From an optimization exercise on the open Yosys and OpenROAD flow, aimed at small area and a short achievable clock period; shortcuts taken in it are not production practice.
Only simulation tests tie the RTL to the original design; equivalence was not proved.
No activity file was given, so power comes from the tool's default toggle rates.

Setup of cedar:
## fpga_top
module fpga_top (clk, rstn, addr, we, dx, dw, dt, out);
  input clk;
  input we;
  input [255:0] dx;
  input [255:0] dw;
  input [15:0] dt;
  input [2:0] addr;
  input rstn;
  output out;
  wire [255:0] mm = dx ^ dw;
  wire s1, c2;
  wire s3, c4;
  wire s5, c6;
  wire s7, c8;
  wire s9, c10;
  wire s11, c12;
  wire s13, c14;
  wire s15, c16;
  wire s17, c18;
  wire s19, c20;
  wire s21, c22;
  wire s23, c24;
  wire s25, c26;
  wire s27, c28;
  wire s29, c30;
  wire s31, c32;
  wire s33, c34;
  wire s35, c36;
  wire s37, c38;
  wire s39, c40;
  wire s41, c42;
  wire s43, c44;
  wire s45, c46;
  wire s47, c48;
  wire s49, c50;
  wire s51, c52;
  wire s53, c54;
  wire s55, c56;
  wire s57, c58;
  wire s59, c60;
  wire s61, c62;
  wire s63, c64;
  wire s65, c66;
  wire s67, c68;
  wire s69, c70;
  wire s71, c72;
  wire s73, c74;
  wire s75, c76;
  wire s77, c78;
  wire s79, c80;
  wire s81, c82;
  wire s83, c84;
  wire s85, c86;
  wire s87, c88;
  wire s89, c90;
  wire s91, c92;
  wire s93, c94;
  wire s95, c96;
  wire s97, c98;
  wire s99, c100;
  wire s101, c102;
  wire s103, c104;
  wire s105, c106;
  wire s107, c108;
  wire s109, c110;
  wire s111, c112;
  wire s113, c114;
  wire s115, c116;
  wire s117, c118;
  wire s119, c120;
  wire s121, c122;
  wire s123, c124;
  wire s125, c126;
  wire s127, c128;
  wire s129, c130;
  wire s131, c132;
  wire s133, c134;
  wire s135, c136;
  wire s137, c138;
  wire s139, c140;
  wire s141, c142;
  wire s143, c144;
  wire s145, c146;
  wire s147, c148;
  wire s149, c150;
  wire s151, c152;
  wire s153, c154;
  wire s155, c156;
  wire s157, c158;
  wire s159, c160;
  wire s161, c162;
  wire s163, c164;
  wire s165, c166;
  wire s167, c168;
  wire s169, c170;
  wire s171, c172;
  wire s173, c174;
  wire s175, c176;
  wire s177, c178;
  wire s179, c180;
  wire s181, c182;
  wire s183, c184;
  wire s185, c186;
  wire s187, c188;
  wire s189, c190;
  wire s191, c192;
  wire s193, c194;
  wire s195, c196;
  wire s197, c198;
  wire s199, c200;
  wire s201, c202;
  wire s203, c204;
  wire s205, c206;
  wire s207, c208;
  wire s209, c210;
  wire s211, c212;
  wire s213, c214;
  wire s215, c216;
  wire s217, c218;
  wire s219, c220;
  wire s221, c222;
  wire s223, c224;
  wire s225, c226;
  wire s227, c228;
  wire s229, c230;
  wire s231, c232;
  wire s233, c234;
  ...
export LEC_CHECK = 0
export ABC_CLOCK_PERIOD_IN_PS = 3000
export CAP_MARGIN = 20
export CORE_MARGIN = 2
export CORE_UTILIZATION = 40
export SLEW_MARGIN = 20
create_clock -name core_clock -period 10.0 [get_ports {clk}]
standard.sh (not shown) runs the stock make flow with config.mk's settings and CLKGATE_MAP_FILE= SYNTH_SCRIPT=/design/flow/synth_recipe.tcl, a recipe that flattens the netlist after the stock synthesis.
==> flow/flow/run.sh <==
#!/bin/bash
# The standard layout (the standard.sh), with port buffers made of
# sky130_fd_sc_hd__buf_1, and timing repair aimed at a 3 ns period.
set -euo pipefail
bash standard.sh "BUFFER_PORTS_ARGS=-buffer_cell sky130_fd_sc_hd__buf_1" SETUP_SLACK_MARGIN=7 finish > standard_flow.log 2>&1
What harbor does differently from cedar at the input level:
Settings: a deleted ABC_CLOCK_PERIOD_IN_PS that had been 3000.
==> flow/flow/run.sh <==
#!/bin/bash
# The standard layout (the standard.sh), with the port buffers made of
# sky130_fd_sc_hd__buf_1 instead of the buffer the resizer picks by default.
set -euo pipefail
bash standard.sh "BUFFER_PORTS_ARGS=-buffer_cell sky130_fd_sc_hd__buf_1" finish > standard_flow.log 2>&1
## What came out
- From cedar to harbor the numbers moved as follows: peak fanout along the critical path moved up; worst path required time shows an increase of 0.04 ns; clock buffer count in the final layout went down 2; fraction of power spent switching nets +0.56 points.
- Diff harbor..cedar | net count of the finished layout | negligible
- Of harbor and cedar, the higher clock share of power belongs to harbor.
- The cell area after placement in harbor sits 1400 um2 below the value recorded for cedar.
- harbor against cedar: area occupied by registers shows no meaningful change; global-route usage level.

[afterwards: timing with drivers on the ports]
How much do the figures lean on ideal ports? The routed layouts below were timed once more, with nothing changed but the port constraints.
Step 1, drivers: a clkbuf_16 drives clk and a buf_2 each remaining input, both assumed.
Step 2 moves the port delays by t, midway between the first and last clock arrival at a register: inputs arrive t later, outputs are due t later. That takes back most of the time a late clock gives input paths.
a / b / c = ideal / step 1 / step 2; a / b = the first two.
run	t, ns	setup slack, ns	hold WS [ns]	slew at the worst register clock pin (ns)
cedar	0.633	6.854 / 6.890 / 6.258	0.355 / 0.355 / 0.355	0.06 / 0.06
harbor	0.643	6.450 / 6.450 / 6.191	0.365 / 0.365 / 0.365	0.06 / 0.06
After both steps setup and hold are still met in every run listed. For cedar, which loses most, drivers alone change the setup slack by +0.036 ns; drivers and shift together by -0.596 ns.
